From an optimization exercise on the open Yosys and OpenROAD flow, aimed at a short achievable clock period and few clock cycles; shortcuts taken in it are not production practice. Function was checked by simulation only, so behaviour that the tests miss may differ from the original. No activity file was given, so power comes from the tool's default toggle rates.

==> design.v <==
typedef enum bit [6:0] {
	op_lui   = 7'b0110111,  
	op_auipc = 7'b0010111,  
	op_jal   = 7'b1101111,  
	op_jalr  = 7'b1100111,  
	op_br    = 7'b1100011,  
	op_load  = 7'b0000011,  
	op_store = 7'b0100011,  
	op_imm   = 7'b0010011,  
	op_reg   = 7'b0110011,  
	op_csr   = 7'b1110011   
} rv32i_opcode_e;
typedef logic [6:0] rv32i_opcode;
typedef enum bit [2:0] {
	beq  = 3'b000,
	bne  = 3'b001,
	blt  = 3'b100,
	bge  = 3'b101,
	bltu = 3'b110,
	bgeu = 3'b111
} branch_funct3_t_e;
typedef logic [2:0] branch_funct3_t;
typedef enum bit [2:0] {
	lb  = 3'b000,
	lh  = 3'b001,
	lw  = 3'b010,
	lbu = 3'b100,
	lhu = 3'b101
} load_funct3_t_e;
typedef logic [2:0] load_funct3_t;
typedef enum bit [2:0] {
	sb = 3'b000,
	sh = 3'b001,
	sw = 3'b010
} store_funct3_t_e;
typedef logic [2:0] store_funct3_t;
typedef enum bit [2:0] {
	add  = 3'b000,  
	sll  = 3'b001,
	slt  = 3'b010,
	sltu = 3'b011,
	axor = 3'b100,
	sr   = 3'b101,  
	aor  = 3'b110,
	aand = 3'b111
} arith_funct3_t_e;
typedef logic [2:0] arith_funct3_t;
typedef enum bit [2:0] {
	alu_add = 3'b000,
	alu_sll = 3'b001,
	alu_sra = 3'b010,
	alu_sub = 3'b011,
	alu_xor = 3'b100,
	alu_srl = 3'b101,
	alu_or  = 3'b110,
	alu_and = 3'b111
} alu_ops_e;
typedef logic [2:0] alu_ops;
typedef logic [31:0] rv32i_word;
typedef logic [4:0] rv32i_reg;
typedef logic [3:0] rv32i_mem_wmask;
typedef struct packed {
	rv32i_opcode opcode;
	logic [2:0] alumux_sel;
	logic [2:0] alumux2_sel;
	logic [1:0] exoutmux_sel;
	alu_ops aluop;
	branch_funct3_t cmpop;
	logic is_branch;
	logic is_jump;
	logic is_jalr;
	logic write_data;
	logic read_data;
	logic [3:0] write_mask;
	logic [2:0] load_type;
	logic wbmux_sel;
	logic load_regfile;
	logic instr_type_load;  
	logic instr_type_store;  
	logic forwarding_exempt;
} rv32i_control_word;
module mux2 #(parameter width = 32)
(
	input sel,
	input [width-1:0] a, b,
	output logic [width-1:0] f
);
always_comb
begin
	if (sel == 0)
		f = a;
	else
		f = b;
	end
endmodule
module mux4 #(parameter width = 32)
(
	input [1:0] sel,
	input [width-1:0] a, b, c, d,
	output logic [width-1:0] f
);
logic [width-1:0] out;
assign f = out;
always_comb
begin
	if (sel == 2'b00)
		out = a;
	else if (sel == 2'b01)
		out = b;
	else if (sel == 2'b10)
		out = c;
	else  
		out = d;
	end
endmodule
module mux8 #(parameter width = 32)
(
	input [2:0] sel,
	input [width-1:0] a, b, c, d, e, f, g, h,
	output logic [width-1:0] i
);
logic [width-1:0] out;
assign i = out;
always_comb
begin
	unique case (sel)
		3'b000  : out = a;
		3'b001  : out = b;
		3'b010  : out = c;
		3'b011  : out = d;
		3'b100  : out = e;
		3'b101  : out = f;
		3'b110  : out = g;
		default : out = h;  
	endcase
end
endmodule
module alu
(
    input alu_ops aluop,
    input [31:0] a, b,
    output logic [31:0] f
);
always_comb
begin
    case (aluop)
        alu_add:  f = a + b;
        alu_sll:  f = a << b[4:0];
        alu_sra:  f = $signed(a) >>> b[4:0];
        alu_sub:  f = a - b;
        alu_xor:  f = a ^ b;
        alu_srl:  f = a >> b[4:0];
        alu_or:   f = a | b;
        alu_and:  f = a & b;
    endcase
end
endmodule
module cmp
(
	input branch_funct3_t cmpop,
	input rv32i_word a, b,
	output logic enable
);
logic out;
assign enable = out;
always_comb
begin
	case(cmpop)
		beq: out = a == b;
		bne: out = a != b;
		blt: out = $signed(a) < $signed(b);
		bge: out = $signed(a) >= $signed(b);
		bltu: out = a < b;
		bgeu: out = a >= b;
		slt: out = $signed(a) < $signed(b);
		sltu: out = a < b;
		default: begin
			out = 1'b0;
			$display("Unrecognized cmp: ", cmpop);
		end
	endcase
end
endmodule
module control_rom (
	input rv32i_opcode opcode,
	input logic [2:0] funct3,
	input logic [6:0] funct7,
	output rv32i_control_word ctrl
);
logic bit30;
assign bit30 = funct7[5];
always_comb
begin
	ctrl.opcode = opcode;
	ctrl.load_regfile = 1'b0;
	ctrl.alumux_sel = 3'b000;
	ctrl.alumux2_sel = 3'b000;
	ctrl.exoutmux_sel = 2'b00;
	ctrl.aluop = alu_add;
	ctrl.cmpop = funct3;
	ctrl.is_branch = 1'b0;
	ctrl.is_jump = 1'b0;
	ctrl.is_jalr = 1'b0;
	ctrl.write_data = 1'b0;
	ctrl.read_data = 1'b0;
	ctrl.write_mask = 4'b1111;
	ctrl.load_type = 3'b000;
	ctrl.wbmux_sel = 1'b0;
	ctrl.instr_type_load = 1'b0;
	ctrl.instr_type_store = 1'b0;
	ctrl.forwarding_exempt = 1'b0;
	case(opcode)
		op_lui: begin
			ctrl.load_regfile = 1'b1;
			ctrl.alumux_sel = 3'd2;
			ctrl.alumux2_sel = 3'd1;
			ctrl.forwarding_exempt = 1'b1;
		end
		op_auipc: begin
			ctrl.load_regfile = 1'b1;
			ctrl.alumux_sel = 3'd1;
			ctrl.alumux2_sel = 3'd1;
			ctrl.forwarding_exempt = 1'b1;
		end
		op_jal: begin
			ctrl.is_jump = 1'b1;
			ctrl.exoutmux_sel = 2'b10;
			ctrl.load_regfile = 1'b1;
			ctrl.forwarding_exempt = 1'b1;
		end
		op_jalr: begin
			ctrl.is_jump = 1'b1;
			ctrl.is_jalr = 1'b1;
			ctrl.exoutmux_sel = 2'b10;
			ctrl.load_regfile = 1'b1;
		end
		op_br: begin
			ctrl.is_branch = 1;
		end
		op_load: begin
			ctrl.load_regfile = 1'b1;
			ctrl.read_data = 1'b1;
			ctrl.wbmux_sel = 1'b1;
			ctrl.instr_type_load = 1'b1;
			case(funct3)
				lw: begin
					ctrl.load_type = 3'b000;  
				end
				lhu: begin
					ctrl.load_type = 3'b001;  
				end
				lh: begin
					ctrl.load_type = 3'b010;  
				end
				lbu: begin
					ctrl.load_type = 3'b011;  
				end
				lb: begin
					ctrl.load_type = 3'b100;  
				end
				default: $display("Unrecognized load: ", funct3);
			endcase
		end
		op_store: begin
			ctrl.alumux2_sel = 3'd2;
			ctrl.write_data = 1'b1;
			ctrl.instr_type_store = 1'b1;
			case(funct3)
				sb: ctrl.write_mask = 4'b0001;
				sh: ctrl.write_mask = 4'b0011;
				sw: ctrl.write_mask = 4'b1111;
				default: $display("Unrecognized store: ", funct3);
			endcase
		end
		op_imm: begin
			ctrl.load_regfile = 1'b1;
			case(funct3)
				slt: ctrl.exoutmux_sel = 2'b01;
				sltu: ctrl.exoutmux_sel = 2'b01;
				sr: ctrl.aluop = bit30 ? alu_sra : alu_srl;
				default: ctrl.aluop = funct3;  
			endcase
		end
		op_reg: begin
			ctrl.load_regfile = 1'b1;
			ctrl.alumux2_sel = 3'd3;
			case(funct3)
				slt: ctrl.exoutmux_sel = 2'b01;
				sltu: ctrl.exoutmux_sel = 2'b01;
				sr: ctrl.aluop = bit30 ? alu_sra : alu_srl;
				add: ctrl.aluop = bit30 ? alu_sub : alu_add;
				default: ctrl.aluop = funct3;  
			endcase
		end
		op_csr: begin
		end
		default: begin
			ctrl = 0;  
		end
	endcase
end
endmodule
module regfile
(
    input clk,
    input load,
    input [31:0] in,
    input [4:0] src_a, src_b, dest,
    output logic [31:0] reg_a, reg_b
);
logic [31:0] data [32]  ;
always_ff @(posedge clk)
begin
    if (load && dest)
    begin
        data[dest] <= in;
    end
end
always_comb
begin
    if (src_a == 5'd0)  
        reg_a = 32'b0;
    else  
        reg_a = load & (dest == src_a) ? in : data[src_a];
    if (src_b == 5'd0)  
        reg_b = 32'b0;
    else  
        reg_b = load & (dest == src_b) ? in : data[src_b];
end
endmodule
module pipeline_register #(parameter width = 32, parameter [width-1:0] reset_value = {width{1'b0}})
(
    input clk,
    input rst,
    input stall,
    input clear,
    input [width-1:0] in,
    output logic [width-1:0] out
);
logic [width-1:0] data;
always_ff @(posedge clk)
begin
    if (rst)
    begin
        data <= reset_value;
    end
    else if (~stall)
    begin
        data <= clear ? {width{1'b0}} : in;
    end
end
always_comb
begin
    out = data;
end
endmodule
module data_forwarding_unit (
	input rv32i_control_word EX_ctrl,
	input rv32i_control_word MEM_ctrl,
	input rv32i_control_word WB_ctrl,
	input rv32i_word EX_ir,
	input rv32i_word MEM_ir,
	input rv32i_word WB_ir,
	output logic stall_EX,
	output logic [2:0] rs1_outmux_sel,
	output logic [2:0] rs2_outmux_sel,
	output logic wdatabmux_sel
);
logic [4:0] EX_rs1, EX_rs2;
logic [4:0] MEM_rs2, MEM_dr;
logic [4:0] WB_dr;
assign EX_rs1 = EX_ir[19:15];
assign EX_rs2 = EX_ir[24:20];
assign MEM_rs2 = MEM_ir[24:20];
assign MEM_dr = MEM_ir[11:7];
assign WB_dr = WB_ir[11:7];
logic is_MEMMEM;
logic stall_condition, stall_match_rs1, stall_match_rs2;
assign stall_condition = MEM_ctrl.load_regfile & MEM_ctrl.instr_type_load
	& ~(MEM_dr == 0) & ~EX_ctrl.forwarding_exempt; 
assign stall_match_rs1 = EX_rs1 == MEM_dr;
assign stall_match_rs2 = EX_rs2 == MEM_dr;
assign stall_EX = stall_condition & (stall_match_rs1 | stall_match_rs2);
logic exex_condition, exex_match_rs1, exex_match_rs2;
assign exex_condition = MEM_ctrl.load_regfile & ~MEM_ctrl.instr_type_load
	& ~(MEM_dr == 0) & ~EX_ctrl.forwarding_exempt; 
assign exex_match_rs1 = EX_rs1 == MEM_dr;  
assign exex_match_rs2 = EX_rs2 == MEM_dr;  
logic memex_condition, memex_match_rs1, memex_match_rs2;
assign memex_condition = WB_ctrl.load_regfile & ~(WB_dr == 0)
	& ~EX_ctrl.forwarding_exempt;
assign memex_match_rs1 = EX_rs1 == WB_dr;
assign memex_match_rs2 = EX_rs2 == WB_dr;
logic memmem_condition, memmem_match_rs1, memmem_match_rs2;
assign memmem_condition = WB_ctrl.load_regfile & WB_ctrl.instr_type_load
	& ~(WB_dr == 0) & MEM_ctrl.instr_type_store;
assign memmem_match_rs2 = MEM_rs2 == WB_dr;  
assign is_MEMMEM = memmem_condition & memmem_match_rs2;
always_comb
begin
	if (exex_condition & exex_match_rs1)
		rs1_outmux_sel = 2'b01;
	else if (memex_condition & memex_match_rs1)
		rs1_outmux_sel = 2'b10;
	else
		rs1_outmux_sel = 2'b00;
	if (exex_condition & exex_match_rs2)
		rs2_outmux_sel = 2'b01;
	else if (memex_condition & memex_match_rs2)
		rs2_outmux_sel = 2'b10;
	else
		rs2_outmux_sel = 2'b00;
end
assign wdatabmux_sel = is_MEMMEM;
endmodule
module cpu
(
    input clk,
    input rst,
    output logic read_a,
    output logic [31:0] address_a,
    input logic resp_a,
    input logic [31:0] rdata_a,
    output logic read_b,
    output logic write_b,
    output logic [3:0] wmask_b,
    output logic [31:0] address_b,
    output logic [31:0] wdata_b,
    input logic resp_b,
    input logic [31:0] rdata_b
);
localparam int BI = 5;           
localparam int BT = 4;           
localparam int NB = 1 << BI;
localparam int BH = 13;          
assign read_a = 1'b1;
function automatic logic [31:0] ks_add(input logic [31:0] a, input logic [31:0] b, input logic cin);
    logic [31:0] g, p, gg, pp;
    g = a & b;
    p = a ^ b;
    gg = g;
    gg[0] = g[0] | (p[0] & cin);
    pp = p;
    for (int l = 0; l < 5; l++) begin
        for (int i = 31; i >= (1 << l); i--) begin
            gg[i] = gg[i] | (pp[i] & gg[i - (1 << l)]);
            pp[i] = pp[i] & pp[i - (1 << l)];
        end
    end
    ks_add = p ^ {gg[30:0], cin};
endfunction
function automatic logic lt31(input logic [31:0] a, input logic [31:0] b);
    logic [30:0] l, e;
    l = ~a[30:0] & b[30:0];
    e = ~(a[30:0] ^ b[30:0]);
    for (int k = 0; k < 5; k++) begin
        for (int i = 30; i >= (1 << k); i--) begin
            l[i] = l[i] | (e[i] & l[i - (1 << k)]);
            e[i] = e[i] & e[i - (1 << k)];
        end
    end
    lt31 = l[30];
endfunction
logic [31:0] fpc;
logic        D_v;
logic [31:0] D_ir, D_pc;
logic        D_pt, D_phit;
logic [1:0]  D_pctr;
logic [31:0] D_ptgt;
logic        D_bj;
logic [31:0] D_immbj;
logic        E_v, E_k;          
logic [31:0] E_ptgt;
logic [31:0] E_aa, E_ba;        
logic [31:0] E_ax, E_bx;        
logic [31:0] E_bn;              
logic [31:0] E_pc, E_pc4, E_tgt, E_cT, E_cF, E_jp0, E_jp1;
logic        E_phit, E_mT, E_mF, E_mJ, E_jv, E_mTt, E_mFt;
logic        E_mTx, E_mFx;
logic [1:0]  E_pctr;
logic [4:0]  E_rd;
logic        E_wr, E_ld, E_st, E_br, E_jal, E_jalr, E_sdM;
logic        E_rAdd, E_rSub, E_rXor, E_rOr, E_rAnd, E_rSll, E_rSrl, E_rSra, E_rSlt, E_rSltu, E_rLink;
logic        E_cEq, E_cNe, E_cLt, E_cGe, E_cLtu, E_cGeu;
logic [3:0]  E_mask;
logic [4:0]  E_lt;               
logic        M_v;
logic [31:0] M_res, M_addr, M_sd, M_pc4;
logic [4:0]  M_rd;
logic        M_wr, M_ld, M_st, M_rq, M_wq;
logic [3:0]  M_mask;
logic [4:0]  M_lt;
logic        W_v;
logic [31:0] W_res;
logic [4:0]  W_rd;
logic        W_wr;
logic [31:0] rf [32];
logic           bv   [NB];
logic [BT-1:0]  btag [NB];
logic [BH:2]    btgt [NB];
logic [1:0]     bctr [NB];
logic mstall, m_stl_r, stall_D, E_mis, D_redir;
logic [31:0] E_cpc, D_rtgt;
assign mstall = (M_rq | M_wq) & ~resp_b;
assign address_a = fpc;
logic [BI-1:0] f_idx;
logic [BT-1:0] f_tag;
logic f_hit, f_pt;
logic [31:0] f_tgt;
assign f_idx = fpc[BI+1:2];
assign f_tag = fpc[BI+BT+1:BI+2];
logic [NB-1:0] f_oh, f_hv, f_tv;
always_comb begin
    for (int i = 0; i < NB; i++) begin
        f_oh[i] = f_idx == i[BI-1:0];
        f_hv[i] = bv[i] & (btag[i] == f_tag);
        f_tv[i] = f_hv[i] & bctr[i][1];
    end
end
assign f_hit = |(f_oh & f_hv);
assign f_pt  = |(f_oh & f_tv);
assign f_tgt = {fpc[31:BH+1], btgt[f_idx], 2'b00};
logic [31:0] f_pc4;
assign f_pc4 = ks_add(fpc, 32'd4, 1'b0);
logic f_h1, f_h2, f_dup;
logic [31:0] f_norm, f_nT, f_nF, f_nJ;
always_comb begin
    if (f_h1)
        f_norm = D_pc;
    else if (f_h2 || stall_D)
        f_norm = fpc;
    else if (D_redir)
        f_norm = D_rtgt;
    else if (f_pt)
        f_norm = f_tgt;
    else
        f_norm = f_pc4;
end
assign f_nT = E_mTx ? E_cT : f_norm;
assign f_nF = E_mFx ? E_cF : f_norm;
assign f_nJ = (E_mJ | ~x_jok) ? {x_sum[31:1], 1'b0} : f_norm;
always_ff @(posedge clk) begin
    if (rst)
        fpc <= 32'd0;
    else if (m_stl_r)
        fpc <= M_pc4;
    else
        fpc <= E_jvx ? f_nJ : x_cond ? f_nT : f_nF;
end
always_ff @(posedge clk) begin
    if (rst) begin
        m_stl_r <= 1'b0;
        f_h1  <= 1'b0;
        f_h2  <= 1'b0;
        f_dup <= 1'b0;
    end else begin
        m_stl_r <= mstall;
        if (mstall || m_stl_r || E_mis) begin
            f_h1  <= 1'b0;
            f_h2  <= 1'b0;
            f_dup <= 1'b0;
        end else if (f_h1) begin
            f_h1  <= 1'b0;
            f_h2  <= 1'b1;
        end else if (f_h2) begin
            f_h2  <= ~resp_a;
            f_dup <= resp_a;
        end else begin
            f_h1  <= ~f_dup & ~stall_D & ~D_redir & ~resp_a;
            f_dup <= f_dup & stall_D;
        end
    end
end
logic f_jal, f_br;
assign f_jal = rdata_a[6:0] == 7'b1101111;
assign f_br  = rdata_a[6:0] == 7'b1100011;
always_ff @(posedge clk) begin
    if (rst) begin
        D_v <= 1'b0;
    end else begin
        if (mstall || m_stl_r || E_mis || f_h1)
            D_v <= 1'b0;
        else if (f_h2)
            D_v <= resp_a;
        else if (!stall_D)
            D_v <= resp_a & ~D_redir & ~f_dup;
    end
    if (!stall_D && !f_h1) begin
        D_ir   <= rdata_a;
        D_bj   <= f_jal | (f_br & rdata_a[31]);
        D_immbj <= f_jal ? {{12{rdata_a[31]}}, rdata_a[19:12], rdata_a[20], rdata_a[30:21], 1'b0}
                         : {{20{rdata_a[31]}}, rdata_a[7], rdata_a[30:25], rdata_a[11:8], 1'b0};
        D_pc   <= fpc;
        D_pt   <= f_pt;
        D_phit <= f_hit;
        D_pctr <= bctr[f_idx];
        D_ptgt <= f_tgt;
    end
end
logic [6:0] d_op;
logic [2:0] d_f3;
logic [4:0] d_rd, d_rs1, d_rs2;
logic d_lui, d_auipc, d_jal, d_jalr, d_br, d_ld, d_st, d_opi, d_opr;
logic d_wr, d_useA, d_useB;
logic [31:0] d_immI, d_immS, d_immB, d_immU, d_immJ, d_imm;
assign d_op  = D_ir[6:0];
assign d_f3  = D_ir[14:12];
assign d_rd  = D_ir[11:7];
assign d_rs1 = D_ir[19:15];
assign d_rs2 = D_ir[24:20];
assign d_lui   = d_op == 7'b0110111;
assign d_auipc = d_op == 7'b0010111;
assign d_jal   = d_op == 7'b1101111;
assign d_jalr  = d_op == 7'b1100111;
assign d_br    = d_op == 7'b1100011;
assign d_ld    = d_op == 7'b0000011;
assign d_st    = d_op == 7'b0100011;
assign d_opi   = d_op == 7'b0010011;
assign d_opr   = d_op == 7'b0110011;
assign d_wr   = (d_lui | d_auipc | d_jal | d_jalr | d_ld | d_opi | d_opr) & (d_rd != 5'd0);
assign d_useA = (d_jalr | d_br | d_ld | d_st | d_opi | d_opr) & (d_rs1 != 5'd0);
assign d_useB = (d_br | d_opr) & (d_rs2 != 5'd0);
logic d_useX;
assign d_useX = (d_br | d_opr | d_st) & (d_rs2 != 5'd0);
assign d_immI = {{21{D_ir[31]}}, D_ir[30:20]};
assign d_immS = {{21{D_ir[31]}}, D_ir[30:25], D_ir[11:7]};
assign d_immB = {{20{D_ir[31]}}, D_ir[7], D_ir[30:25], D_ir[11:8], 1'b0};
assign d_immU = {D_ir[31:12], 12'h000};
assign d_immJ = {{12{D_ir[31]}}, D_ir[19:12], D_ir[20], D_ir[30:21], 1'b0};
always_comb begin
    if (d_st) d_imm = d_immS;
    else if (d_lui | d_auipc) d_imm = d_immU;
    else d_imm = d_immI;
end
logic [31:0] m_ld, m_val;
logic E_wrv, M_wrv, W_wrv;
assign E_wrv = E_v & E_wr;
assign M_wrv = M_v & M_wr;
assign W_wrv = W_v & W_wr;
logic d_aE, d_aM, d_aW, d_bE, d_bM, d_bW;
assign d_aE = E_wrv && E_rd == d_rs1;
assign d_aM = M_wrv && M_rd == d_rs1;
assign d_aW = W_wrv && W_rd == d_rs1;
assign d_bE = E_wrv && E_rd == d_rs2;
assign d_bM = M_wrv && M_rd == d_rs2;
assign d_bW = W_wrv && W_rd == d_rs2;
logic [31:0] d_ra, d_rb;    
assign d_ra = (d_rs1 == 5'd0) ? 32'd0 : d_aM ? M_res : d_aW ? W_res : rf[d_rs1];
assign d_rb = (d_rs2 == 5'd0) ? 32'd0 : d_bM ? M_res : d_bW ? W_res : rf[d_rs2];
logic d_aL, d_bL;           
assign d_aL = d_aM & M_ld & (d_rs1 != 5'd0);
assign d_bL = d_bM & M_ld & (d_rs2 != 5'd0);
assign stall_D = D_v & E_v & E_ld & ((d_useA & d_aE) | (d_useB & d_bE));
logic [31:0] d_btgt;    
logic [31:0] d_pc4;
assign d_pc4 = ks_add(D_pc, 32'd4, 1'b0);
assign d_btgt = ks_add(D_pc, D_immbj, 1'b0);
assign D_rtgt = d_btgt;
assign D_redir = D_v & ~D_pt & D_bj;
logic [31:0] x_res;
logic d_go, d_ptk;
assign d_go  = D_v & ~stall_D;             
assign d_ptk = D_pt | D_redir;             
always_ff @(posedge clk) begin
    if (rst) begin
        E_v <= 1'b0;
        E_k <= 1'b1;
    end else begin
        E_v <= d_go;
        E_k <= E_mis | mstall;
    end
    begin
        E_aa   <= x_byp(d_useA & d_aE) | ((d_useA & d_aE) ? 32'd0 : (d_useA & d_aL) ? m_ld : d_lui ? 32'd0 : d_auipc ? D_pc : d_ra);
        E_ax   <= x_byp(d_useA & d_aE) | ((d_useA & d_aE) ? 32'd0 : (d_useA & d_aL) ? m_ld : d_ra);
        E_ba   <= x_byp(d_useB & d_bE) | ((d_useB & d_bE) ? 32'd0 : (d_useB & d_bL) ? m_ld : (d_br | d_opr) ? d_rb : d_imm);
        E_bn   <= ~(x_byp(d_useB & d_bE) | ((d_useB & d_bE) ? 32'd0 : (d_useB & d_bL) ? m_ld : (d_br | d_opr) ? d_rb : d_imm));
        E_bx   <= x_byp(d_useX & d_bE) | ((d_useX & d_bE) ? 32'd0 : (d_useX & d_bL) ? m_ld : (d_br | d_opr | d_st) ? d_rb : d_imm);
        E_sdM  <= d_st & (d_rs2 != 5'd0) & d_bE & E_ld;
        E_pc   <= D_pc;
        E_pc4  <= d_pc4;
        E_tgt  <= d_btgt;
        E_cT   <= (d_br | d_jal) ? d_btgt : d_pc4;
        E_cF   <= d_jal ? d_btgt : d_pc4;
        E_mT   <= d_go & ((d_br | d_jal) ? ~d_ptk : D_pt);
        E_mF   <= d_go & (d_jal ? ~d_ptk : d_ptk);
        E_mTt  <= d_go & (d_br | d_jal) & D_pt;
        E_mFt  <= d_go & d_jal & D_pt;
        E_mJ   <= ~D_pt;
        E_jv   <= d_go & d_jalr;
        E_jp0  <= ks_add(D_ptgt, ~d_immI, 1'b1);
        E_jp1  <= ks_add({D_ptgt[31:1], 1'b1}, ~d_immI, 1'b1);
        E_ptgt <= D_ptgt;
        E_phit <= D_phit;
        E_pctr <= D_pctr;
        E_rd   <= d_rd;
        E_wr   <= d_wr;
        E_ld   <= d_ld;
        E_st   <= d_st;
        E_br   <= d_br;
        E_jal  <= d_jal;
        E_jalr <= d_jalr;
        E_rAdd <= d_lui | d_auipc | d_ld | d_st | ((d_opi | d_opr) & d_f3 == 3'b000 & ~(d_opr & D_ir[30]));
        E_rSub <= d_opr & d_f3 == 3'b000 & D_ir[30];
        E_rSll <= (d_opi | d_opr) & d_f3 == 3'b001;
        E_rSlt <= (d_opi | d_opr) & d_f3 == 3'b010;
        E_rSltu<= (d_opi | d_opr) & d_f3 == 3'b011;
        E_rXor <= (d_opi | d_opr) & d_f3 == 3'b100;
        E_rSrl <= (d_opi | d_opr) & d_f3 == 3'b101 & ~D_ir[30];
        E_rSra <= (d_opi | d_opr) & d_f3 == 3'b101 & D_ir[30];
        E_rOr  <= (d_opi | d_opr) & d_f3 == 3'b110;
        E_rAnd <= (d_opi | d_opr) & d_f3 == 3'b111;
        E_rLink<= d_jal | d_jalr;
        E_cEq  <= d_f3 == 3'b000;
        E_cNe  <= d_f3 == 3'b001;
        E_cLt  <= d_f3 == 3'b100;
        E_cGe  <= d_f3 == 3'b101;
        E_cLtu <= d_f3 == 3'b110;
        E_cGeu <= d_f3 == 3'b111;
        E_mask <= d_f3[1] ? 4'b1111 : d_f3[0] ? 4'b0011 : 4'b0001;
        E_lt   <= {d_f3 == 3'b000, d_f3 == 3'b100, d_f3 == 3'b001, d_f3 == 3'b101, d_f3[1]};
    end
end
logic [31:0] x_a, x_b;
assign x_a = E_ax;
assign x_b = E_bx;
logic [31:0] x_sum, x_diff, x_sll, x_srl, x_sra;
logic x_eq, x_ltu, x_lt, x_lt31;
assign x_sum  = ks_add(E_aa, E_ba, 1'b0);
assign x_diff = ks_add(E_ax, E_bn, 1'b1);
assign x_sll  = x_a << x_b[4:0];
assign x_srl  = x_a >> x_b[4:0];
assign x_sra  = $signed(x_a) >>> x_b[4:0];
assign x_eq   = &(~(x_a ^ x_b));
assign x_lt31 = lt31(x_a, x_b);
assign x_ltu  = (~x_a[31] & x_b[31]) | (~(x_a[31] ^ x_b[31]) & x_lt31);
assign x_lt   = (x_a[31] & ~x_b[31]) | (~(x_a[31] ^ x_b[31]) & x_lt31);
function automatic logic [31:0] x_byp(input logic sel);
    x_byp = ({32{sel & E_rAdd}} & x_sum)
          | ({32{sel & E_rSub}} & x_diff)
          | ({32{sel & E_rSll}} & x_sll)
          | ({32{sel & E_rSrl}} & x_srl)
          | ({32{sel & E_rSra}} & x_sra)
          | ({32{sel & E_rXor}} & (x_a ^ x_b))
          | ({32{sel & E_rOr}}  & (x_a | x_b))
          | ({32{sel & E_rAnd}} & (x_a & x_b))
          | {31'd0, sel & ((E_rSlt & x_lt) | (E_rSltu & x_ltu))}
          | ({32{sel & E_rLink}} & E_pc4);
endfunction
assign x_res = ({32{E_rAdd}} & x_sum)
             | ({32{E_rSub}} & x_diff)
             | ({32{E_rSll}} & x_sll)
             | ({32{E_rSrl}} & x_srl)
             | ({32{E_rSra}} & x_sra)
             | ({32{E_rXor}} & (x_a ^ x_b))
             | ({32{E_rOr}}  & (x_a | x_b))
             | ({32{E_rAnd}} & (x_a & x_b))
             | {31'd0, (E_rSlt & x_lt) | (E_rSltu & x_ltu)}
             | ({32{E_rLink}} & E_pc4);
logic x_cond, x_jok;
assign x_cond = (E_cEq & x_eq) | (E_cNe & ~x_eq) | (E_cLt & x_lt) | (E_cGe & ~x_lt)
              | (E_cLtu & x_ltu) | (E_cGeu & ~x_ltu);
assign x_jok = (&(~(x_a ^ E_jp0))) | (&(~(x_a ^ E_jp1)));
logic x_tok;
assign x_tok = &(~(E_ptgt ^ E_tgt));
logic E_jvx;
assign E_mTx = ~E_k & (E_mT | (E_mTt & ~x_tok));
assign E_mFx = ~E_k & (E_mF | (E_mFt & ~x_tok));
assign E_jvx = ~E_k & E_jv;
assign E_mis = E_jvx ? (E_mJ | ~x_jok) : (x_cond ? E_mTx : E_mFx);
assign E_cpc = E_jalr ? {x_sum[31:1], 1'b0} : (x_cond ? E_cT : E_cF);
logic          u_we;
logic [BI-1:0] u_idx;
logic [BT-1:0] u_tag;
logic [BH:2]   u_tgt;
logic [1:0]    u_ctr;
logic [1:0]    e_ctr;
always_comb begin
    if (!E_br || !E_phit)
        e_ctr = 2'b11;
    else if (x_cond)
        e_ctr = (E_pctr == 2'b11) ? 2'b11 : E_pctr + 2'd1;
    else
        e_ctr = (E_pctr == 2'b00) ? 2'b00 : E_pctr - 2'd1;
end
always_ff @(posedge clk) begin
    if (rst)
        u_we <= 1'b0;
    else
        u_we <= ~mstall & E_v & ~E_k & (E_jal | E_jalr | E_br);
    u_idx <= E_pc[BI+1:2];
    u_tag <= E_pc[BI+BT+1:BI+2];
    u_tgt <= E_jalr ? x_sum[BH:2] : E_tgt[BH:2];
    u_ctr <= (E_br & ~E_phit & ~x_cond) ? 2'b01 : e_ctr;
end
always_ff @(posedge clk) begin
    for (int i = 0; i < NB; i++) begin
        if (rst)
            bv[i] <= 1'b0;
        else if (u_we && u_idx == i[BI-1:0])
            bv[i] <= 1'b1;
        if (u_we && u_idx == i[BI-1:0]) begin
            btag[i] <= u_tag;
            btgt[i] <= u_tgt;
            bctr[i] <= u_ctr;
        end
    end
end
always_ff @(posedge clk) begin
    if (rst) begin
        M_v  <= 1'b0;
        M_rq <= 1'b0;
        M_wq <= 1'b0;
    end else if (!mstall) begin
        M_v  <= E_v & ~E_k;
        M_rq <= E_v & ~E_k & E_ld;
        M_wq <= E_v & ~E_k & E_st;
    end
    if (!mstall) begin
        M_pc4  <= E_pc4;
        M_res  <= x_res;
        M_addr <= x_sum;
        M_sd   <= E_sdM ? m_ld : E_bx;    
        M_rd   <= E_rd;
        M_wr   <= E_wr;
        M_ld   <= E_ld;
        M_st   <= E_st;
        M_mask <= E_mask;
        M_lt   <= E_lt;
    end
end
assign read_b    = M_rq;
assign write_b   = M_wq;
assign address_b = M_addr;
assign wmask_b   = M_mask;
assign wdata_b   = M_sd;
assign m_ld = ({32{M_lt[0]}} & rdata_b)
            | ({32{M_lt[1]}} & {16'd0, rdata_b[15:0]})
            | ({32{M_lt[2]}} & {{16{rdata_b[15]}}, rdata_b[15:0]})
            | ({32{M_lt[3]}} & {24'd0, rdata_b[7:0]})
            | ({32{M_lt[4]}} & {{24{rdata_b[7]}}, rdata_b[7:0]});
assign m_val = M_ld ? m_ld : M_res;
always_ff @(posedge clk) begin
    if (rst) begin
        W_v <= 1'b0;
    end else begin
        W_v <= M_v & ~mstall;
    end
    W_res <= m_val;
    W_rd  <= M_rd;
    W_wr  <= M_wr;
end
always_ff @(posedge clk) begin
    if (W_wrv)
        rf[W_rd] <= W_res;
end
endmodule
==> run.sh <==
#!/bin/bash
# synth_recipe.tcl (not shown) runs the flow's synth.tcl, then flattens the netlist and writes it again
# the make line also repeats each setting of config.mk as NAME=value (left out here)
make -C /OpenROAD-flow-scripts/flow DESIGN_CONFIG=/design/flow/config.mk WORK_HOME=/design/flow/orfs CLKGATE_MAP_FILE= SYNTH_SCRIPT=/design/flow/synth_recipe.tcl finish
==> config.mk <==
export PLATFORM = sky130hd
export DESIGN_NAME = cpu
export DESIGN_NICKNAME = cpu
export VERILOG_FILES = /design/flow/design.v
export SDC_FILE = /design/flow/constraint.sdc
export NUM_CORES = 4
export LEC_CHECK = 0
export ABC_CLOCK_PERIOD_IN_PS = 3000
export CAP_MARGIN = 35
export CORE_MARGIN = 2
export CORE_UTILIZATION = 40
export SETUP_SLACK_MARGIN = 5.0
export SLEW_MARGIN = 35
==> constraint.sdc <==
create_clock -name core_clock -period 8.5 [get_ports {clk}]
set_input_delay 1.7000 -clock core_clock [delete_from_list [all_inputs] [get_ports {clk}]]
set_output_delay 1.7000 -clock core_clock [all_outputs]
set_load 0.01 [all_outputs]
==> run_results.csv, run 1 <==
group,metric,value,unit
outcome,status,"finished clean",
pwr,p_switching,12200,uW
yosys,synth-main-ff-cell,"edfxtp_1",
floorplan,io_pins,171,
floorplan,die_h,537,um
timing,setup_ws,4.29,ns
yosys,synth_cells,8224,
floorplan,rows,195,
worst_setup_path,path_max_fanout,7,
worst_hold_path,holdCritPathClass,"flop to flop",
yosys,synth_warnings,5,
pwr,finalPower,36600,uW
floorplan,die_area,0.288,mm^2
worst_setup_path,r2r_slack,4.29,ns
clock_tree,clk_pin_slew_worst_paths,0.07,ns
yosys,synth.most_common_cell,"edfxtp_1",
pwr,power.density,266,mW/mm^2
yosys,synth_area,0.114,mm^2
clock_tree,cts_max_path_buffers,4,
drt,drt-wirelength-per-cell,36.5,um
clock_tree,cts_tree,"done",
yosys,synthArstFlopShare,0,
drt,vias,82600,
clock_tree,ctsHoldBuffers,0,
floorplan,die_x,537,um
clock_tree,clk_latency,0.92,ns
drt,wl,465000,um
timing,worst_pin_slew,1.06,ns
global_routing,grt_usage,0.313,
pwr,internal_power,24400,uW
drt,firstDrtPassIters,9,
global_routing,antenna_found_initial,61,
worst_setup_path,cp.required,9.25,ns
placed_design,io_buffers,168,
global_routing,grt_pass1_vias,78700,
yosys,seq_area_frac_synth,0.587,
placed_design,gp_congestion,1.07,
global_routing,grt_pass1_wl,632000,um
pwr,power.share.clock,0.320,
timing,final_max_slew_viol_count,0,
timing,finalSetupViolCount,0,
yosys,yosysTopAreaCellShare,0.485,
timing,post-route-period-util,0.495,
yosys,syn_avg_cell_area,13.8,um^2
yosys,synth_edf_count,1836,
pwr,switching_share,0.333,
pwr,comb_power_share,0.275,
timing,max-slew-margin-rel,0.287,
pwr,vdd_drop_max,0.176,mV
layout,area_growth,20.8,%
drt,antenna_left,0,
timing,setup_tns,0,ns
yosys,netlist_top_cells_area,"edfxtp_1 49%, mux4_2 14%, dfxtp_1 10%, ha_1 2.5%, nor2_1 2.2%",
pwr,p_leak,0.0480,uW
yosys,synth_cell_types,94,
clock_tree,cts_buffers,269,
drt,drt_iter0_markers,12900,
placed_design,dp_hpwl,301000,um
worst_setup_path,path_class,"flop to flop",
global_routing,grt-ovfl-total,0,
yosys,ys_ff_latch,2412,
drt,post-route-drc-count,0,
worst_setup_path,cp.arrival,4.96,ns
floorplan,fp.coreArea,0.283,mm^2
flow_run,maxCapViolations,0,
clock_tree,cts_max_level,5,
timing,skew,0.0731,ns
placed_design,pre_cts_slack,3.19,ns
clock_tree,root_buffer,"clkbuf_16",
yosys,synthTopCellsByCount,"1836 x edfxtp_1, 691 x mux4_2, 662 x nor2_1",
worst_setup_path,critPathLaunchType,"flop",
yosys,yosysTopAreaCell,"edfxtp_1",
timing,fmax,238,MHz
worst_setup_path,worstSetupEndpointType,"flop",
clock_tree,clock_sinks,2412,
layout,finalNetCount,9012,
drt,drt-vias-per-instance,6.49,
timing,grt_setup_unrepaired,"yes",
timing,finalCriticalPeriod,4.21,ns
global_routing,grt_max_degree,66,
floorplan,start_util,0.402,
timing,hold_viol_final,0,
layout,drive_gt1_frac,0.271,
pwr,seq_power_share,0.405,
-- final timing paths --
kind / start / depth (start not counted) / endpoint
min reg2reg: D_pctr[0] / 0 / E_pctr[0]
max reg2reg: E_ax[23] / 17 / fpc[21]
min: D_pctr[0] / 0 / E_pctr[0]
max: E_ax[23] / 17 / fpc[21]
-- area by class of cell --
cell class | instances | area, um^2
Multi-Input combinational cell | 5017 | 47700
Clock buffer | 341 | 7210
Inverter | 223 | 862
Antenna cell | 40 | 100
Tap cell | 3743 | 4680
Sequential cell | 2412 | 66900
Fill cell | 24100 | 145000
Timing Repair inverter | 1 | 7.51
Clock inverter | 149 | 1490
Timing Repair Buffer | 788 | 8310
-- cells in the final DEF, fill, tap and decap left out, types with 38 or more instances in the layout --
cell type | synthesis | routed
nor2_4 | 0 | 57
a21o_1 | 76 | 73
nand4_1 | 106 | 106
nand2b_1 | 39 | 39
and3_1 | 54 | 48
a21oi_1 | 488 | 426
xor2_1 | 137 | 128
buf_4 | 30 | 438
nand2_1 | 425 | 411
a21oi_2 | 0 | 39
buf_16 | 0 | 38
nor3_1 | 112 | 100
buf_12 | 0 | 41
dfxtp_1 | 576 | 480
inv_1 | 219 | 208
dlygate4sd2_1 | 0 | 55
xnor2_1 | 282 | 258
nor2_1 | 662 | 575
a22o_1 | 65 | 65
clkinv_1 | 4 | 44
dfxtp_4 | 0 | 40
a211oi_1 | 59 | 51
diode_2 | 0 | 40
o21ai_0 | 291 | 239
a22oi_1 | 102 | 101
buf_6 | 0 | 69
mux4_2 | 691 | 691
a221oi_1 | 97 | 80
dfxtp_2 | 0 | 56
mux2i_1 | 168 | 118
edfxtp_1 | 1836 | 1836
mux2_2 | 62 | 53
o211ai_1 | 61 | 61
clkbuf_16 | 0 | 281
clkbuf_1 | 414 | 57
ha_1 | 228 | 188
nand3_1 | 170 | 165
clkinv_2 | 0 | 47
clkdlybuf4s50_1 | 0 | 103
-- what timing repair did --
item,4_1_cts,5_1_grt
gates cloned,22,9
buffers inserted,188,92
gates resized for setup,664,239
pin swaps,118,107
setup endpoints to repair,491,272
-- registers in the layout, indices dropped and copies added (netlist names), 64 cells and up, named ones only --
register / cells
btgt: 384
btag: 128
bctr: 64
rf: 1024
-- through the flow --
step / std cells / area (um^2) / hold slack (ns) / util
2_1_floorplan: 8225 / 114000 / 0.310 / -
3_3_place_gp: 11900 / 121000 / 0.313 / 0.428
3_5_place_dp: 11900 / 121000 / 0.314 / 0.429
4_1_cts: 12600 / 135000 / 0.324 / 0.477
5_1_grt: 12700 / 137000 / 0.328 / 0.486
6_report: 12700 / 137000 / 0.320 / 0.486
-- metal layers --
metal  global-route usage  wire length (um)
met5                    0               178
met4                0.191             33100
met3               0.0778             55700
met2                0.460            202000
met1                0.419            174000
-- cell families after synthesis --
kind of cell	after synthesis	synth area share
AO/OA/AOI/OAI	1621	0.0945
XOR/XNOR	419	0.0323
adder cells (fa/ha/maj)	232	0.0258
buffers and inverters	800	0.0277
flip-flops	2412	0.587
multiplexers	922	0.158
other	1	0.0000330
AND/OR/NAND/NOR	1817	0.0752
-- power groups by stage --
stage	registers, uW	logic [uW]	clock network [uW]
finish	14800	10000	11700
global route	14900	10300	12200
CTS	14800	9300	11800
detailed placement	15100	8170	0
global placement	15100	8140	0
floorplan	14700	4550	0
-- worst max-delay path, cell delays in order (launching register included) --
cell	delay (ns)
dfxtp_4	0.40
inv_4	0.05
ha_4	0.21
or4_4	0.53
or3_4	0.39
or2_4	0.26
nor2_4	0.11
buf_4	0.12
mux2i_1	0.19
nand4b_1	0.21
buf_4	0.21
a211o_4	0.37
buf_12	0.16
nand2_8	0.11
buf_4	0.14
o221ai_2	0.10
o211a_1	0.25
a311oi_1	0.21
Testbench counts, summed over its fixed seeds: cycles 63,157.
==> run 2: changes to the inputs <==
--- a/design.v
+++ b/design.v
@@ -476,2 +476,3 @@
 logic [31:0] E_bn;              
+logic [4:0]  E_sa;              
 logic [31:0] E_pc, E_pc4, E_tgt, E_cT, E_cF, E_jp0, E_jp1;
@@ -677,2 +678,3 @@
         E_bx   <= x_byp(d_useX & d_bE) | ((d_useX & d_bE) ? 32'd0 : (d_useX & d_bL) ? m_ld : (d_br | d_opr | d_st) ? d_rb : d_imm);
+        E_sa   <= x_byp(d_useB & d_bE) | ((d_useB & d_bE) ? 5'd0 : (d_useB & d_bL) ? m_ld[4:0] : d_opr ? d_rb[4:0] : d_imm[4:0]);
         E_sdM  <= d_st & (d_rs2 != 5'd0) & d_bE & E_ld;
@@ -729,5 +731,5 @@
 assign x_diff = ks_add(E_ax, E_bn, 1'b1);
-assign x_sll  = x_a << x_b[4:0];
-assign x_srl  = x_a >> x_b[4:0];
-assign x_sra  = $signed(x_a) >>> x_b[4:0];
+assign x_sll  = x_a << E_sa;
+assign x_srl  = x_a >> E_sa;
+assign x_sra  = $signed(x_a) >>> E_sa;
 assign x_eq   = &(~(x_a ^ x_b));
==> run 2 against run 1 <==
Register-to-register slack improved by 0.30 ns. Combinational power decreased by 4%. Clock skew increased by 0.0099 ns. Largest cell class unchanged. Still clean on timing, DRC and antenna. Global-route usage increased by 1.3 points. Wire length increased by 5.2%. Worst setup slack improved by 0.30 ns. Flip-flop and latch count increased by 5. Critical endpoint is now E_ba[16]. Maximum frequency increased by 7.7%.
==> run_results.csv, run 2 <==
group,metric,value,unit
timing,grt_setup_unrepaired,"yes",
yosys,syn_avg_cell_area,13.7,um^2
worst_setup_path,cp.arrival,4.63,ns
timing,setup_tns,0,ns
clock_tree,ctsHoldBuffers,0,
floorplan,start_util,0.401,
timing,worst_pin_slew,1.08,ns
timing,post-route-period-util,0.460,
layout,final_cell_mix,"1836 x edfxtp_1, 697 x mux4_2, 532 x nor2_1",
global_routing,grt-ovfl-total,0,
worst_setup_path,critPathLaunchType,"flop",
placed_design,dp_hpwl,314000,um
yosys,synth_cells,8313,
worst_setup_path,slowest_stage,"mux2i_4",
worst_setup_path,rr_startpoint,"E_aa[0]",
worst_setup_path,path_class,"flop to flop",
flow_run,maxCapViolations,0,
clock_tree,cts_max_path_buffers,4,
global_routing,grt_usage,0.327,
layout,largest_reg_flops,1024,
clock_tree,cts_tree,"done",
worst_hold_path,whs_path_depth,0,
drt,firstDrtPassIters,8,
timing,fmax,256,MHz
worst_setup_path,cp_top_family,"compound AO/OA/AOI/OAI gates",
worst_hold_path,hold-path-endpoint,"u_idx[2]",
outcome,status,"finished clean",
placed_design,gp_congestion,1.05,
floorplan,fp.coreArea,0.284,mm^2
global_routing,grt_pass1_vias,79700,
timing,skew,0.0830,ns
placed_design,pre_cts_slack,2.87,ns
yosys,yosysTopAreaCellShare,0.483,
worst_setup_path,reg2reg_depth,15,
layout,top_register,"rf",
layout,drive_gt1_frac,0.292,
timing,finalCriticalPeriod,3.91,ns
floorplan,die_area,0.290,mm^2
yosys,synth_warnings,5,
yosys,synth.most_common_cell,"edfxtp_1",
worst_setup_path,crit_buf_inv,2,
clock_tree,cts_buffers,273,
yosys,synth_adder_area_share,0.0256,
yosys,synth_area,0.114,mm^2
clock_tree,root_buffer,"clkbuf_16",
yosys,synth-main-ff-cell,"edfxtp_1",
clock_tree,cts_max_level,5,
yosys,yosysTopAreaCell,"edfxtp_1",
drt,post-route-drc-count,0,
timing,finalSetupViolCount,0,
drt,drt_iter0_markers,13100,
timing,setup_ws,4.59,ns
yosys,synth_top_family_by_area,"multiplexers",
clock_tree,clock_sinks,2417,
floorplan,io_pins,171,
floorplan,die_h,538,um
floorplan,die_x,538,um
worst_setup_path,r2r_slack,4.59,ns
yosys,synth_edf_count,1836,
timing,max-slew-margin-rel,0.281,
yosys,ys_ff_latch,2417,
timing,hold_viol_final,0,
worst_setup_path,cp_slowest_stage_delay,0.48,ns
drt,drt-wirelength-per-cell,37.9,um
drt,antenna_left,0,
clock_tree,clk_pin_slew_worst_paths,0.06,ns
placed_design,io_buffers,168,
worst_setup_path,worstSetupEndpointType,"flop",
worst_setup_path,path_max_fanout,4,
yosys,seq_area_frac_synth,0.585,
layout,area_growth,22.5,%
timing,final_max_slew_viol_count,0,
worst_hold_path,hp-start,"E_pc[4]",
global_routing,grt_max_degree,70,
drt,wl,489000,um
yosys,yosys.area_share.xor_xnor,0.0323,
floorplan,rows,196,
worst_setup_path,r2r-end,"E_ba[16]",
worst_setup_path,cp.required,9.22,ns
clock_tree,clk_latency,0.93,ns
yosys,synth-simple-area-share,0.0756,
yosys,synthTopCellsByCount,"1836 x edfxtp_1, 697 x mux4_2, 624 x nor2_1",
worst_setup_path,crit_chain,"ha_4, fa_2, a211oi_4, o21ai_2, a2111oi_4, buf_6, nor3_4, or2_4, a21o_1, a21oi_4, xnor2_4, a221o_1, buf_6, a21oi_4, mux2i_4",
layout,reg_top3,"rf: 1024 flops, btgt: 384 flops, btag: 128 flops",
yosys,netlist_top_cells_area,"edfxtp_1 48%, mux4_2 14%, dfxtp_1 10%, ha_1 2.5%, xnor2_1 2.2%",
drt,vias,83900,
layout,fillers,24400,
yosys,synth_cell_types,98,
layout,finalNetCount,9185,
global_routing,antenna_found_initial,54,
layout,layout_commonest_cell,"edfxtp_1",
worst_hold_path,holdCritPathClass,"flop to flop",
yosys,synthArstFlopShare,0,
global_routing,grt_pass1_wl,659000,um
yosys,muxShareOfSynthArea,0.156,
yosys,synth_compound_area_frac,0.0966,
pwr,power.density,260,mW/mm^2
pwr,vdd_drop_max,0.185,mV
drt,drt-vias-per-instance,6.51,
pwr,p_leak,0.0490,uW
[run 2: cell count changes in the layout (fill, tap and decap cells not counted), sizes merged, moves of 21 or more]
cell / delta
nand2: +32
nor2: -38
a22oi: +21
o21ai: +27
clkbuf: +28
buf: +79
[run 2: worst max path at each step]
stage | from | end | slack (ns) | depth (start not counted)
after floorplan | resp_b | M_addr[0] | 4.20 | 2
after global placement | E_ax[25] | fpc[8] | 2.85 | 13
after detailed placement | E_ax[25] | fpc[31] | 2.87 | 14
after CTS | E_aa[0] | E_ba[16] | 4.69 | 15
after global routing | fpc[3] | fpc[7] | 4.52 | 17
final | E_aa[0] | E_ba[16] | 4.59 | 15
[run 2: through the flow]
stage / area [um^2] / utilization / instances / hold slack, ns / total power, uW
global route: 140000 / 0.492 / 12900 / 0.324 / 37100
CTS: 137000 / 0.483 / 12800 / 0.316 / 35600
detailed placement: 122000 / 0.429 / 12000 / 0.312 / 22800
global placement: 121000 / 0.426 / 11900 / 0.312 / 22800
finish: 140000 / 0.492 / 12900 / 0.303 / 36300
floorplan: 115000 / - / 8314 / 0.310 / 18900
[run 2: area by class of cell]
class	count	area, um^2	share of cell area
tap	3762	4710	0.0336
timing repair inverter	1	7.51	0.0000537
clock inverter	123	1140	0.00816
clock buffer	365	7570	0.0541
sequential	2417	67100	0.480
multi-input combinational	5069	48600	0.347
antenna	35	87.6	0.000626
inverter	249	1010	0.00724
timing repair buffer	875	9660	0.0691
[run 2: cell families after synthesis]
kind of cell,count (synthesis)
adder cells (fa/ha/maj),231
buffers and inverters,828
flip-flops,2417
multiplexers,902
AO/OA/AOI/OAI,1677
AND/OR/NAND/NOR,1836
other,1
XOR/XNOR,421
[run 2: timing repair]
item / in CTS / in global routing
resized for setup: 864 / 308
gates cloned: 30 / 12
pin swaps: 130 / 151
buffers inserted: 281 / 89
endpoints found under the setup margin: 478 / 197
endpoints found under the hold margin: 0 / 0
[run 2: report_power, final]
part	total, uW	internal (uW)	switching, uW
combinational	9630	3750	5880
sequential	14900	13800	1100
clock	11800	6750	5000
total	36300	24300	12000
[run 2: worst register-to-register path: stages, from the launching register on]
cell and delay [ns]:
dfxtp_2 0.33, ha_4 0.16, fa_2 0.39, a211oi_4 0.25, o21ai_2 0.11, a2111oi_4 0.33
buf_6 0.22, nor3_4 0.07, or2_4 0.26, a21o_1 0.21, a21oi_4 0.20, xnor2_4 0.22
a221o_1 0.29, buf_6 0.15, a21oi_4 0.07, mux2i_4 0.48
[run 2: routing by layer]
metal	global-route usage	routed length [um]	vias up	share of wire
met5	0	106	-	0.00022
met3	0.0843	57600	1169	0.12
li1	-	-	33600	-
met2	0.478	212000	5885	0.43
met1	0.441	187000	43200	0.38
met4	0.184	32000	14	0.065
Testbench counts of run 2, summed over its fixed seeds: cycles 63,157.
==> run 3: changes to the inputs <==
--- a/design.v
+++ b/design.v
@@ -473,2 +473,3 @@
 logic [31:0] E_ptgt;
+logic        E_tok;
 logic [31:0] E_aa, E_ba;        
@@ -476,3 +477,2 @@
 logic [31:0] E_bn;              
-logic [4:0]  E_sa;              
 logic [31:0] E_pc, E_pc4, E_tgt, E_cT, E_cF, E_jp0, E_jp1;
@@ -526,18 +526,20 @@
 logic f_h1, f_h2, f_dup;
-logic [31:0] f_norm, f_nT, f_nF, f_nJ;
+logic [31:0] f_norm1, f_norm, f_cpc;
+logic f_blk, f_mis;
 always_comb begin
-    if (f_h1)
-        f_norm = D_pc;
+    if (m_stl_r)
+        f_norm1 = M_pc4;
+    else if (f_h1)
+        f_norm1 = D_pc;
     else if (f_h2 || stall_D)
-        f_norm = fpc;
+        f_norm1 = fpc;
     else if (D_redir)
-        f_norm = D_rtgt;
-    else if (f_pt)
-        f_norm = f_tgt;
+        f_norm1 = D_rtgt;
     else
-        f_norm = f_pc4;
+        f_norm1 = f_pc4;
 end
-assign f_nT = E_mTx ? E_cT : f_norm;
-assign f_nF = E_mFx ? E_cF : f_norm;
-assign f_nJ = (E_mJ | ~x_jok) ? {x_sum[31:1], 1'b0} : f_norm;
+assign f_blk  = m_stl_r | f_h1 | f_h2 | stall_D | D_redir;
+assign f_norm = (f_pt & ~f_blk) ? f_tgt : f_norm1;
+assign f_mis = E_mis & ~m_stl_r;
+assign f_cpc = E_jvx ? {x_sum[31:1], 1'b0} : x_cond ? E_cT : E_cF;
 always_ff @(posedge clk) begin
@@ -545,6 +547,4 @@
         fpc <= 32'd0;
-    else if (m_stl_r)
-        fpc <= M_pc4;
     else
-        fpc <= E_jvx ? f_nJ : x_cond ? f_nT : f_nF;
+        fpc <= f_mis ? f_cpc : f_norm;
 end
@@ -678,3 +678,2 @@
         E_bx   <= x_byp(d_useX & d_bE) | ((d_useX & d_bE) ? 32'd0 : (d_useX & d_bL) ? m_ld : (d_br | d_opr | d_st) ? d_rb : d_imm);
-        E_sa   <= x_byp(d_useB & d_bE) | ((d_useB & d_bE) ? 5'd0 : (d_useB & d_bL) ? m_ld[4:0] : d_opr ? d_rb[4:0] : d_imm[4:0]);
         E_sdM  <= d_st & (d_rs2 != 5'd0) & d_bE & E_ld;
@@ -694,2 +693,3 @@
         E_ptgt <= D_ptgt;
+        E_tok  <= D_ptgt == d_btgt;
         E_phit <= D_phit;
@@ -731,5 +731,5 @@
 assign x_diff = ks_add(E_ax, E_bn, 1'b1);
-assign x_sll  = x_a << E_sa;
-assign x_srl  = x_a >> E_sa;
-assign x_sra  = $signed(x_a) >>> E_sa;
+assign x_sll  = x_a << x_b[4:0];
+assign x_srl  = x_a >> x_b[4:0];
+assign x_sra  = $signed(x_a) >>> x_b[4:0];
 assign x_eq   = &(~(x_a ^ x_b));
@@ -765,3 +765,3 @@
 logic x_tok;
-assign x_tok = &(~(E_ptgt ^ E_tgt));
+assign x_tok = E_tok;
 logic E_jvx;
==> run 3 against run 2 <==
Non-clock buffer count down 126. Register-to-register slack better by 0.14 ns. Sequential share of layout area is essentially flat. Clock power decreased by 7%. Final cell count shrank 1.0%. Worst hold slack gained 0.022 ns. Synthesized area up 0.15%. Critical endpoint is now fpc[0]. Highest routed layer unchanged.
==> run_results.csv, run 3 <==
group,metric,value,unit
worst_setup_path,crit_chain,"buf_4, ha_1, mux2_2, a211oi_1, o211ai_1, mux2i_4, buf_12, buf_16, mux2i_1, a311o_1, a222oi_1, a311oi_1",
timing,setup_ws,4.73,ns
pwr,comb_power_share,0.282,
layout,fillers,24200,
worst_setup_path,reg2reg_depth,12,
yosys,synth_warnings,5,
timing,worst_hold_slack,0.324,ns
drt,drt_iter0_markers,13300,
layout,largest_reg_flops,1024,
placed_design,post-place-cells,12000,
global_routing,grt_pass1_vias,78500,
layout,ff_latch_area,0.0660,mm^2
pwr,seq_power_share,0.410,
timing,fmax,266,MHz
layout,top_register,"rf",
placed_design,placed_cell_area,0.122,mm^2
timing,max-slew-margin-rel,0.282,
yosys,netlist_top_cells_area,"edfxtp_1 48%, mux4_2 14%, dfxtp_1 9.2%, ha_1 2.5%, xnor2_1 2.3%",
drt,vias,83600,
worst_setup_path,rr_startpoint,"E_ax[31]",
drt,drt-vias-per-instance,6.55,
placed_design,io_buffers,168,
layout,layout_commonest_cell,"edfxtp_1",
yosys,yosysTopAreaCell,"edfxtp_1",
yosys,synth_area,0.114,mm^2
timing,grt_setup_unrepaired,"yes",
placed_design,pre_cts_slack,3.25,ns
floorplan,start_util,0.402,
yosys,synthTopCellsByCount,"1836 x edfxtp_1, 692 x mux4_2, 656 x nor2_1",
yosys,yosys.area_share.xor_xnor,0.0347,
worst_hold_path,hp-start,"E_pc[2]",
timing,setup_tns,0,ns
placed_design,gp_congestion,1.02,
timing,skew,0.122,ns
layout,reg_top3,"rf: 1024 flops, btgt: 384 flops, btag: 128 flops",
yosys,synth_cell_types,109,
yosys,synth-simple-area-share,0.0728,
pwr,power.density,259,mW/mm^2
worst_setup_path,slowest_stage,"a211oi_1",
placed_design,dp_hpwl,302000,um
yosys,syn_avg_cell_area,13.7,um^2
drt,wl,473000,um
global_routing,grt_usage,0.314,
yosys,yosysTopAreaCellShare,0.482,
clock_tree,ctsHoldBuffers,0,
timing,worst_pin_slew,1.07,ns
yosys,synth-main-ff-cell,"edfxtp_1",
outcome,status,"finished clean",
worst_setup_path,path_max_fanout,19,
yosys,synth_top_family_by_area,"multiplexers",
pwr,power.share.clock,0.308,
worst_hold_path,hold-path-endpoint,"u_idx[0]",
yosys,synth_compound_area_frac,0.105,
clock_tree,cts_buffers,243,
timing,finalCriticalPeriod,3.77,ns
clock_tree,clock_sinks,2364,
clock_tree,clk_latency,0.99,ns
worst_setup_path,r2r_slack,4.73,ns
yosys,ys_ff_latch,2364,
layout,stdcell_count,12800,
pwr,p_leak,0.0476,uW
timing,finalSetupViolCount,0,
floorplan,die_x,539,um
worst_setup_path,cp.arrival,4.54,ns
worst_setup_path,worstSetupEndpointType,"flop",
global_routing,grt_max_degree,91,
floorplan,die_area,0.290,mm^2
layout,drive_gt1_frac,0.273,
floorplan,rows,196,
worst_setup_path,crit_buf_inv,3,
yosys,synth_edf_count,1836,
worst_hold_path,holdCritPathClass,"flop to flop",
pwr,vdd_drop_max,0.191,mV
global_routing,grt_pass1_wl,640000,um
clock_tree,root_buffer,"clkbuf_16",
layout,design_area,0.137,mm^2
yosys,synthArstFlopShare,0,
layout,finalNetCount,9060,
drt,firstDrtPassIters,6,
worst_hold_path,whs_path_depth,0,
clock_tree,cts_max_level,4,
timing,final_max_slew_viol_count,0,
yosys,seq_area_frac_synth,0.574,
worst_setup_path,critPathLaunchType,"flop",
layout,final_cell_mix,"1836 x edfxtp_1, 692 x mux4_2, 572 x nor2_1",
worst_setup_path,r2r-end,"fpc[0]",
worst_setup_path,cp_slowest_stage_delay,0.46,ns
pwr,switching_share,0.334,
worst_setup_path,critical_path_depth,12,
drt,drt-wirelength-per-cell,37.1,um
timing,post-route-period-util,0.443,
floorplan,io_pins,171,
pwr,p_switching,11900,uW
yosys,muxShareOfSynthArea,0.157,
clock_tree,clk_pin_slew_worst_paths,0.06,ns
pwr,internal_power,23700,uW
worst_setup_path,cp.required,9.28,ns
clock_tree,cts_tree,"done",
drt,antenna_left,0,
global_routing,grt-ovfl-total,0,
yosys,synth_cells,8362,
flow_run,maxCapViolations,0,
layout,multiInputGateArea,0.0491,mm^2
floorplan,die_h,539,um
timing,hold_viol_final,0,
worst_setup_path,path_class,"flop to flop",
drt,post-route-drc-count,0,
floorplan,fp.coreArea,0.285,mm^2
yosys,synth_adder_area_share,0.0256,
clock_tree,cts_max_path_buffers,4,
yosys,synth.most_common_cell,"edfxtp_1",
layout,area_growth,20.2,%
worst_setup_path,cp_top_family,"compound AO/OA/AOI/OAI gates",
global_routing,antenna_found_initial,55,
## run 3: changes by cell type after synthesis, sizes merged, moves of 26 or more
cell,before,now
nand3,188,114
dfxtp,581,528
o21ai,322,370
a22oi,123,79
a221oi,86,127
nor2,624,656
a22o,57,84
inv,246,220
## run 3: area by class of cell
type                       count  area share
inverter                     223     0.00632
timing repair buffer         749      0.0629
tap                         3762      0.0342
sequential                  2364       0.480
clock inverter               130     0.00989
timing repair inverter         1   0.0000546
clock buffer                 316      0.0489
antenna                       42    0.000764
multi-input combinational   5178       0.357
## run 3: repair_timing
item / in CTS / in global routing
resized for setup: 682 / 305
endpoints found under the hold margin: 0 / 0
gates cloned: 35 / 17
pin swaps: 112 / 95
setup buffers: 184 / 70
setup endpoints to repair: 462 / 202
## run 3: per-stage QoR
stage / utilization / total power [uW]
6_report: 0.483 / 35600
5_1_grt: 0.483 / 36400
2_1_floorplan: - / 19100
4_1_cts: 0.474 / 34800
3_5_place_dp: 0.428 / 23100
3_3_place_gp: 0.425 / 23000
## run 3: cell families after synthesis
logic type                 count (synthesis)
other                                      1
and+or+nand+nor                         1776
muxes                                    920
AOI/OAI and AO/OA                       1806
adders and majority gates                232
buffers and inverters                    824
DFF                                     2364
xor gates and xnor gates                 439
## run 3: how the worst max path moves through the flow
stage | from | end | slack [ns]
2_1_floorplan | resp_b | M_addr[0] | 4.20
3_3_place_gp | D_ir[21] | fpc[16] | 2.92
3_5_place_dp | D_ir[21] | fpc[16] | 3.25
4_1_cts | E_ax[25] | fpc[4] | 4.83
5_1_grt | D_pc[1] | E_tok | 4.67
6_report | E_ax[31] | fpc[0] | 4.73
## run 3: power by group through the flow
stage	Sequential, uW	Clock [uW]	Combinational, uW
final	14600	11000	10000
after global routing	14600	11500	10300
after CTS	14600	11000	9250
after detailed placement	14900	0	8150
after global placement	14900	0	8100
after floorplan	14300	0	4770
## run 3: metal layers
metal / part of all wire / global-route usage / vias up
li1: - / - / 33600
met1: 0.38 / 0.426 / 42900
met2: 0.44 / 0.473 / 5841
met3: 0.11 / 0.0649 / 1181
met4: 0.064 / 0.168 / 26
met5: 0.00041 / 0 / -
## run 3: worst reg2reg max path, cell delays in order, from the launching register on
cell and delay (ns):
dfxtp_1 0.38, buf_4 0.43, ha_1 0.37, mux2_2 0.36, a211oi_1 0.47, o211ai_1 0.22
mux2i_4 0.21, buf_12 0.17, buf_16 0.13, mux2i_1 0.08, a311o_1 0.43, a222oi_1 0.35
a311oi_1 0.07
Testbench counts of run 3, summed over its fixed seeds: cycles 63,157.

-- static timing again, ports no longer ideal --
How much do the figures lean on ideal ports? The routed layouts below were timed once more, with nothing changed but the port constraints. Step 1: set_driving_cell puts a clkbuf_16 on clk and a buf_2 on each other input, an assumption about the parent block. Step 2 adds t to the input delays and takes it off the output delays; t is the mean of the earliest and latest rising clock arrival at the registers after step 1. Input paths then give back, and output paths get back, about the clock's delay inside the block. a / b / c = ideal ports / drivers / drivers and shift; a / b = the first two.
| run | t (ns) | slack for setup (ns) | worst register clock-pin slew, ns | cell pins on the clock port's net |
|---|---|---|---|---|
| run 1 | 0.978 | 4.290 / 4.290 / 4.191 | 0.07 / 0.07 | 1 |
| run 2 | 0.972 | 4.591 / 4.591 / 4.037 | 0.07 / 0.07 | 1 |
| run 3 | 1.012 | 4.735 / 4.735 / 4.110 | 0.08 / 0.08 | 1 |
After both steps setup and hold are still met in every run listed. The setup slack of run 3, which loses most, moves by 0.000 ns with the drivers and by -0.625 ns with both steps.
